Context: an optimization exercise on an open-source flow, tuned for small area and a short achievable clock period. The choices shown serve that exercise and are no tape-out recipe. Where RTL was checked, it was by simulation tests only, not by an equivalence proof against the original. Function not checked in run 1: the RTL went through the layout flow alone. Power and IR drop assume default switching activity.

## flow/design.v (module list and top-level ports; edited modules follow where they fit)
// module alu_design: 156 lines
// module mul_tree: 590 lines
module alu_design #(parameter OPERAND_WIDTH = 16, parameter CMD_WIDTH = 4)(
	input CLK, RST, MODE, CE, CIN,
	input [CMD_WIDTH-1:0] CMD,
	input [1:0] INP_VALID,
	input [OPERAND_WIDTH-1:0] OPA, OPB,
	output reg ERR, OFLOW, E, G, L,
	output reg COUT,
	output reg [(2*OPERAND_WIDTH)-1:0] RES
);
  // ...
==> flow/run.sh <==
#!/bin/bash
# synth_recipe.tcl (not shown) runs the flow's synth.tcl, then flattens the netlist and writes it again
# the make line also repeats each setting of config.mk as NAME=value (left out here)
make -C /OpenROAD-flow-scripts/flow DESIGN_CONFIG=/design/flow/config.mk WORK_HOME=/design/flow/orfs CLKGATE_MAP_FILE= SYNTH_SCRIPT=/design/flow/synth_recipe.tcl finish
==> flow/config.mk <==
export PLATFORM = sky130hd
export DESIGN_NAME = alu_design
export DESIGN_NICKNAME = alu_design
export VERILOG_FILES = /design/flow/design.v
export SDC_FILE = /design/flow/constraint.sdc
export NUM_CORES = 4
export LEC_CHECK = 0
export CAP_MARGIN = 20
export CORE_MARGIN = 2
export CORE_UTILIZATION = 40
export SETUP_SLACK_MARGIN = 4.0
export SLEW_MARGIN = 20
==> flow/constraint.sdc <==
create_clock -name core_clock -period 8.0 [get_ports {CLK}]
set_input_delay 1.6000 -clock core_clock [delete_from_list [all_inputs] [get_ports {CLK}]]
set_output_delay 1.6000 -clock core_clock [all_outputs]
set_load 0.01 [all_outputs]
==> summary.md, run 1 <==
| Metric | Value |
|---|---|
| Initial DRT Pass Iterations | `7` |
| WL met1 | `25.9 mm` |
| Skew-Pair Late Insertion Delay | `0.42 ns` |
| Metal2 WL | `32.0 mm` |
| Clock buffers | `9` |
| Layout Nets | `2677` |
| Combinational group power | `7.49 mW` |
| MaxCap Viol Count | `0` |
| Post-route cell area | `22200 µm²` |
| Status | `finished clean` |
| Simple logic cell fraction of the synthesized area | `13.6%` |
| Complex-gate fraction of the synthesized area | `16.0%` |
| Max Clk Rate | `164 MHz` |
| DR iter-0 viols | `1533` |
| Cell internal pwr | `4.65 mW` |
| HP Class | `reg -> reg` |
| Pwr top | `combinational cells` |
| Synth area leader | `fa_1` |
| Sw frac | `47.4%` |
| Hold Vio Cnt, Final | `0` |
| Inverter count | `351` |
| Setup crit start | `cmd[0]$_DFF_P_` |
| Reg2reg end | `P[28]$_DFFE_PP_` |
| GR Layer Usage met2 | `49.7%` |
| Clock network fraction of total power | `5.5%` |
| Die Span X | `213 µm` |
| Slowest CP cell | `fa_1` |
| Largest net degree at the start of global routing | `63` |
| Layout Utilization | `51.5%` |
| Synth Flop Type | `dfrtp_1` |
==> module alu_design, before the edit <==
module alu_design #(parameter OPERAND_WIDTH = 16, parameter CMD_WIDTH = 4)(
	input CLK, RST, MODE, CE, CIN,
	input [CMD_WIDTH-1:0] CMD,
	input [1:0] INP_VALID,
	input [OPERAND_WIDTH-1:0] OPA, OPB,
	output reg ERR, OFLOW, E, G, L,
	output reg COUT,
	output reg [(2*OPERAND_WIDTH)-1:0] RES
);
	reg [15:0] a, b;
	reg [3:0] cmd;
	reg cin;
	reg mode;
	reg [1:0] iv;
	always @(posedge CLK) begin
		a <= OPA;
		b <= OPB;
		cmd <= CMD;
		cin <= CIN;
	end
	always @(posedge CLK or posedge RST) begin
		if (RST) begin
			mode <= 1'b0;
			iv <= 2'b00;
		end else begin
			mode <= CE & MODE;
			iv <= CE ? INP_VALID : 2'b00;
		end
	end
	wire v11 = iv == 2'b11;
	wire vA  = iv == 2'b01;
	wire vB  = iv == 2'b10;
	reg xb;           
	reg [1:0] ysel;   
	reg c0, xe_s, ye_s;
	always @(*) begin
		xb = 1'b0; ysel = 2'd0; c0 = 1'b0; xe_s = 1'b0; ye_s = 1'b0;
		case (cmd)
			4'd0: begin ysel = 2'd0; end
			4'd1: begin ysel = 2'd1; c0 = 1'b1; end
			4'd2: begin ysel = 2'd0; c0 = cin; end
			4'd3: begin ysel = 2'd1; c0 = ~cin; end
			4'd4: begin ysel = 2'd2; c0 = 1'b1; end
			4'd5: begin ysel = 2'd3; end
			4'd6: begin xb = 1'b1; ysel = 2'd2; c0 = 1'b1; end
			4'd7: begin xb = 1'b1; ysel = 2'd3; end
			4'd11: begin ysel = 2'd0; xe_s = 1'b1; ye_s = 1'b1; end
			4'd12: begin ysel = 2'd1; c0 = 1'b1; xe_s = 1'b1; ye_s = 1'b1; end
			default: begin ysel = 2'd1; c0 = 1'b1; end
		endcase
	end
	wire [15:0] ax = xb ? b : a;
	wire [15:0] ay = ysel == 2'd0 ? b : ysel == 2'd1 ? ~b : ysel == 2'd2 ? 16'h0000 : 16'hffff;
	wire xe = xe_s & ax[15];
	wire ye = ye_s ? ay[15] : ysel[0];
	wire [16:0] sum = {xe, ax} + {ye, ay} + {16'b0, c0};
	wire eq = a == b;
	wire sgn = cmd != 4'd8;
	wire lt = {a[15] ^ sgn, a[14:0]} < {b[15] ^ sgn, b[14:0]};
	wire [3:0] rs = cmd[0] ? (4'd0 - b[3:0]) : b[3:0];
	wire [31:0] rdbl = {a, a} << rs;
	wire [15:0] rot = rdbl[31:16];
	reg [15:0] lres;
	reg lok;
	always @(*) begin
		lres = 16'h0000;
		lok = 1'b1;
		case (cmd)
			4'd0: lres = a & b;
			4'd1: lres = ~(a & b);
			4'd2: lres = a | b;
			4'd3: lres = ~(a | b);
			4'd4: lres = a ^ b;
			4'd5: lres = ~(a ^ b);
			4'd6: lres = ~a;
			4'd7: lres = ~b;
			4'd8: lres = a >> 1;
			4'd9: lres = a << 1;
			4'd10: lres = b >> 1;
			4'd11: lres = b << 1;
			4'd12: lres = rot;
			4'd13: lres = rot;
			default: lok = 1'b0;
		endcase
		case (iv)
			2'b00: lok = 1'b0;
			2'b01: lok = lok & (cmd == 4'd6 || cmd == 4'd8 || cmd == 4'd9);
			2'b10: lok = lok & (cmd == 4'd7 || cmd == 4'd10 || cmd == 4'd11);
			default: ;
		endcase
	end
	wire rot_err = (cmd == 4'd12 || cmd == 4'd13) && (|b[15:5]);
	wire m9 = cmd[0];
	wire [31:0] ts, tc;
	mul_tree u_tree (.a(a), .b(b), .m9(m9), .s(ts), .c(tc));
	wire [31:0] prod = ts + tc;
	reg [31:0] P;
	reg pvalid;
	wire is_mul = v11 && (cmd == 4'd9 || cmd == 4'd10);
	wire add_ok = (v11 && (cmd <= 4'd7 || cmd == 4'd11 || cmd == 4'd12)) ||
	              (vA && (cmd == 4'd4 || cmd == 4'd5)) ||
	              (vB && (cmd == 4'd6 || cmd == 4'd7));
	wire is_cmp8 = v11 && cmd == 4'd8;
	wire is_scmp = v11 && (cmd == 4'd11 || cmd == 4'd12);
	reg [31:0] res_n;
	reg err_n, e_n, g_n, l_n;
	always @(*) begin
		res_n = 32'd0;
		err_n = 1'b0; e_n = 1'b0; g_n = 1'b0; l_n = 1'b0;
		if (mode) begin
			if (is_mul)
				res_n = pvalid ? P : 32'd0;
			else if (add_ok)
				res_n[16:0] = sum;
			else if (!is_cmp8)
				err_n = 1'b1;
			if (is_cmp8 || is_scmp) begin
				e_n = eq;
				l_n = !eq && lt;
				g_n = !eq && !lt;
			end
		end else begin
			if (lok)
				res_n[15:0] = lres;
			err_n = !lok || (v11 && rot_err);
		end
	end
	reg oflow_idle;
	wire cmd_sub = cmd == 4'd1 || cmd == 4'd3 || cmd == 4'd5 || cmd == 4'd7;
	wire oflow_n = mode && (cmd_sub ? sum[16] :
	                        cmd == 4'd11 ? ((a[15] & b[15] & ~res_n[15]) | (~a[15] & ~b[15] & res_n[15])) :
	                        cmd == 4'd12 ? ((~a[15] & b[15] & res_n[15]) | (a[15] & ~b[15] & ~res_n[15])) : 1'b0);
	wire oflow_idle_n = mode && ((cmd == 4'd3 && cin) || cmd == 4'd5 || cmd == 4'd7 || (cmd == 4'd11 && res_n[15]));
	wire cout_n = mode && (cmd == 4'd0 || cmd == 4'd2 || cmd == 4'd4 || cmd == 4'd6 || cmd == 4'd11) && res_n[16];
	always @(posedge CLK or posedge RST) begin
		if (RST) begin
			RES <= 32'd0;
			ERR <= 1'b0; E <= 1'b0; G <= 1'b0; L <= 1'b0;
			OFLOW <= 1'b0; oflow_idle <= 1'b0; COUT <= 1'b0;
			pvalid <= 1'b0;
		end else if (CE) begin
			RES <= res_n;
			ERR <= err_n; E <= e_n; G <= g_n; L <= l_n;
			OFLOW <= oflow_n; oflow_idle <= oflow_idle_n; COUT <= cout_n;
			if (mode)
				pvalid <= is_mul;
		end else begin
			ERR <= 1'b0; E <= 1'b0; G <= 1'b0; L <= 1'b0;
			OFLOW <= oflow_idle;
		end
	end
	always @(posedge CLK) begin
		if (CE && mode && is_mul)
			P <= prod;
	end
endmodule
==> run 2: changes to the inputs <==
--- a/flow/design.v
+++ b/flow/design.v
@@ -93,8 +93,8 @@
 	wire m9 = cmd[0];
 	wire [31:0] ts, tc;
 	mul_tree u_tree (.a(a), .b(b), .m9(m9), .s(ts), .c(tc));
-	wire [31:0] prod = ts + tc;
-	reg [31:0] P;
+	reg [31:0] PS, PC;
+	wire [31:0] P = PS + PC;
 	reg pvalid;
 	wire is_mul = v11 && (cmd == 4'd9 || cmd == 4'd10);
 	wire add_ok = (v11 && (cmd <= 4'd7 || cmd == 4'd11 || cmd == 4'd12)) ||
@@ -151,7 +151,10 @@
 	end
 	always @(posedge CLK) begin
 		if (CE && mode && is_mul)
-			P <= prod;
+		begin
+			PS <= ts;
+			PC <= tc;
+		end
 	end
 endmodule
 module mul_tree(input [15:0] a, input [15:0] b, input m9, output [31:0] s, output [31:0] c);
==> summary.md, run 2 <==
| Metric | Value |
|---|---|
| Slew HR | `40.1% (was 34.7%)` |
| MaxCap Viol Count | `0 (unchanged)` |
| Hold EP | `RES[27]$_DFFE_PP0P_ (was RES[25]$_DFFE_PP0P_)` |
| Reg2Reg Setup Slack | `3.72 ns (was 1.92 ns)` |
| CTS tree | `yes (unchanged)` |
| Share of cells above drive strength 1 | `20.7% (was 21.5%)` |
| Post-Route WL | `69.8 mm (was 68.7 mm)` |
| Die Span X | `218 µm (was 213 µm)` |
| Largest net degree at the start of global routing | `65 (was 63)` |
| Crit path time final | `4.28 ns (was 6.08 ns)` |
| Residual DRC | `0 (unchanged)` |
| Cell variety after synth | `81 (was 69)` |
| Post-CTS Hold Buffers | `0 (unchanged)` |
| Via density | `5.81 (was 5.77)` |
| HP Class | `reg -> reg (unchanged)` |
| Lkg Pwr | `10.3 nW (was 10.1 nW)` |
| Crit end category | `register (unchanged)` |
| First-pass GRT wire length | `105 mm (was 102 mm)` |
| Sequential fraction of the synthesis area | `20.3% (was 15.9%)` |
| Die Y | `218 µm (was 213 µm)` |
| Synth Flop Type | `edfxtp_1 (was dfrtp_1)` |
| Worst setup SP type | `register (unchanged)` |
| Fin Hold WS | `0.487 ns (was 0.461 ns)` |
| Most frequent cells in the layout | `inv_1 (275), nor2_1 (253), fa_1 (188) (was inv_1 (301), nor2_1 (252), fa_1 (204))` |
| Initial DRT Pass Iterations | `8 (was 7)` |
| Worst hold start | `RES[27]$_DFFE_PP0P_ (was P[25]$_DFFE_PP_)` |
| Number of global-route vias before repair | `16700 (was 16900)` |
| GR Layer Usage met2 | `44.4% (was 49.7%)` |
| Max Slew Vio Count | `0 (unchanged)` |
| Worst hold path depth | `1 (unchanged)` |
| Port bufs | `80 (unchanged)` |
| Cell internal pwr | `2.26 mW (was 4.65 mW)` |
| Synth warn | `2 (unchanged)` |
| Hold Vio Cnt, Final | `0 (unchanged)` |
| Routed via count | `16600 (was 16500)` |
| Total clock sinks | `143 (was 112)` |
| Tcrit/Tclk final | `53.5% (was 76.0%)` |
| Post-synth EDFFs | `63 (was 32)` |
| FILL cells | `4125 (was 3953)` |
| Worst Tran Pin Value | `0.898 ns (was 0.977 ns)` |
| Met3 usage | `7.41% (was 5.82%)` |
| Synth Net Count | `2470 (was 2482)` |
| Skew-Pair Late Insertion Delay | `0.47 ns (was 0.42 ns)` |
| Met1 usage | `40.7% (was 36.6%)` |
| GP Congestion | `0.978 (was 0.966)` |
| Initial antenna violation count | `2 (was 1)` |
| Final setup viols | `0 (unchanged)` |
| Most common cell in the netlist | `inv_1 (unchanged)` |
| Critical path arrival | `4.48 ns (was 6.25 ns)` |
| Area delta synth->final | `25.7% (was 27.1%)` |
| Reg2reg start | `cmd[0]$_DFF_P_ (unchanged)` |
| Layout Nets | `2647 (was 2677)` |
| Sum Neg Setup Slack | `0 ns (unchanged)` |
| Fin worst setup slack | `3.72 ns (was 1.92 ns)` |
| DP Worst Slack | `2.59 ns (was 0.880 ns)` |
| Sw frac | `39.3% (was 47.4%)` |
| CTS buffer count | `17 (was 9)` |
| GRT Util Overall | `29.9% (was 30.6%)` |
| Top flop regs | `PS: 32 flops, RES: 32 flops, PC: 31 flops (was P: 32 flops, RES: 32 flops)` |
| Initial Utilization | `40.4% (was 40.5%)` |
| Dpl cell area | `19900 µm² (was 19300 µm²)` |
| Reg area | `3760 µm² (was 2810 µm²)` |
| Post-Syn Instances | `2067 (was 2079)` |
| DIE AREA | `47400 µm² (was 45400 µm²)` |
| Synth async-reset ratio | `30.1% (was 38.4%)` |
| Synth area leaders | `fa_1 (25%), edfxtp_1 (10%), ha_1 (9.0%) (was fa_1 (26%), ha_1 (9.4%), inv_1 (7.3%))` |
| RSZ-0062 raised after global routing | `true (unchanged)` |
| Reg2Reg Depth | `16 (was 25)` |
| Combinational Power Share | `51.3% (was 84.7%)` |
| Post-route cell area | `22900 µm² (was 22200 µm²)` |
| Kind of critical path | `reg -> reg (unchanged)` |
| Most common cell after layout, fill and taps aside | `inv_1 (unchanged)` |
| I/O pin cnt | `81 (unchanged)` |
| Clock network fraction of total power | `23.4% (was 5.5%)` |
| Dpl hpwl | `48.6 mm (about the same)` |
| Clk root buf | `clkbuf_16 (unchanged)` |
| DR iter-0 viols | `1916 (was 1533)` |
| Post-synthesis register bit count | `143 (was 112)` |
| Wire length per cell | `24.4 µm (was 24.0 µm)` |
| Area occupied by multi-input gates | `13700 µm² (was 14000 µm²)` |
| Reg clk slew, reported paths | `0.06 ns (was 0.08 ns)` |
| Power per cell area | `162 nW/µm² (was 398 nW/µm²)` |
| Worst VDD drop | `108 µV (was 785 µV)` |
| Post-route ant nets | `0 (unchanged)` |
| Post-Syn Area | `18300 µm² (was 17500 µm²)` |
| Max Clk Rate | `234 MHz (was 164 MHz)` |
| Reg2reg end | `PC[17]$_DFFE_PP_ (was P[28]$_DFFE_PP_)` |
| GRT overflow | `0 (unchanged)` |
| Rows | `78 (was 76)` |
| Core area | `45200 µm² (was 43100 µm²)` |
| Synth area leader | `fa_1 (unchanged)` |
| Clk buf depth | `2 (unchanged)` |
| Total Power | `3.72 mW (was 8.84 mW)` |
| GRT Max-Usage Layer | `met2 (unchanged)` |
| Yosys top cell area share | `25.1% (was 26.2%)` |
| Clock Skew | `0.0106 ns (was 0.0209 ns)` |
| Placed cell count | `2663 (was 2676)` |
| Syn avg cell area | `8.83 µm² (was 8.40 µm²)` |
| CP required | `8.20 ns (was 8.16 ns)` |
| Flop pwr share | `25.4% (was 9.8%)` |
| Synth cell count leaders | `inv_1 (307), nor2_1 (304), fa_1 (229) (was inv_1 (340), nor2_1 (273), fa_1 (229))` |
| Non-filler cells, final | `2858 (was 2864)` |
| Layout Utilization | `50.8% (was 51.5%)` |
| Status | `finished clean (unchanged)` |
| Net switching power | `1.47 mW (was 4.19 mW)` |
| Total number of H-tree levels | `4 (was 3)` |
| CP max FO | `8 (was 6)` |
## run 2: changes by cell type after synthesis, moves of 17 or more
| cell | before | now |
|---|---|---|
| nand2_1 | 184 | 149 |
| inv_1 | 340 | 307 |
| edfxtp_1 | 32 | 63 |
| nor2_1 | 273 | 304 |
| a22o_1 | 21 | 3 |
| clkbuf_1 | 97 | 80 |
## run 2: layout make-up
cell class              count  share of cell area, %
repair inverters            2                 0.0873
diodes                      1                 0.0109
flip-flops and latches    143                   16.4
clock buffers              23                   2.23
multi-input cells        1486                   59.6
well taps                 600                   3.27
repair buffers            271                   12.2
clock inverters             9                  0.551
inverters                 323                   5.72
## run 2: metal layers
layer / wire length (µm) / vias up
met5: 0 / -
met4: 4230 / 0
met3: 7060 / 251
met2: 29500 / 980
met1: 29100 / 8159
li1: - / 7209
## run 2: logic make-up (layout without fill, tap and decap cells)
group	after synthesis	in the layout	share of synthesized area [%]
AOI/OAI and AO/OA	396	397	14.6
xor gates and xnor gates	48	48	2.30
adders and majority gates	360	360	34.1
buffers and inverters	439	628	9.23
DFF	143	143	20.3
muxes	86	86	5.42
other	0	1	0
and+or+nand+nor	595	595	14.0
## run 2: worst max-delay path by stage
stage / to / startpoint
6_report: PC[17]$_DFFE_PP_ / cmd[0]$_DFF_P_
3_3_place_gp: OFLOW$_DFF_PP0_ / cmd[1]$_DFF_P_
3_5_place_dp: PC[16]$_DFFE_PP_ / cmd[0]$_DFF_P_
4_1_cts: PC[15]$_DFFE_PP_ / cmd[0]$_DFF_P_
5_1_grt: PC[18]$_DFFE_PP_ / cmd[0]$_DFF_P_
2_1_floorplan: PC[0]$_DFFE_PP_ / CE
## run 2: power groups by stage
stage                     sequential, mW  combinational, mW  clock, mW
final                              0.945               1.91      0.870
after global routing               0.945               2.16      0.914
after CTS                          0.942               1.84      0.885
after detailed placement           0.955               1.71          0
after global placement             0.955               1.66          0
after floorplan                    0.935               1.20          0
## run 2: what timing repair did
item	4_1_cts	5_1_grt
pin swaps	25	29
resized for setup	189	63
buffers inserted	100	50
gates cloned	10	2
setup endpoints to repair	65	35
## run 2: worst max-delay path, stage by stage, from the launching register on
cell and delay (ns):
dfxtp_4 0.49, inv_16 0.07, buf_16 0.16, nor2_4 0.14, a21oi_4 0.06, buf_12 0.17, nor2_2 0.11, fa_1 0.41
inv_1 0.09, fa_2 0.45, fa_1 0.49, inv_1 0.05, fa_2 0.33, inv_2 0.06, fa_1 0.42, inv_2 0.07
fa_2 0.42

-- afterwards: timing with drivers on the ports --
Ports are ideal in the flow. The routed layouts listed here were re-timed in OpenROAD. Step 1, drivers: a clkbuf_16 drives CLK and a buf_2 each remaining input, both assumed. Step 2 moves the port delays by t, midway between the first and last clock arrival at a register: inputs arrive t later, outputs are due t later. That takes back most of the time a late clock gives input paths. Slacks: ideal / step 1 / step 2; pairs: ideal / step 1.
| run | shift t [ns] | setup slack, ns | clock arrival spread, ns |
|---|---|---|---|
| run 1 | 0.465 | 1.917 / 1.917 / 1.917 | 0.021 / 0.021 |
| run 2 | 0.518 | 3.723 / 3.723 / 3.723 | 0.012 / 0.011 |
After both steps every run listed still meets setup and hold.
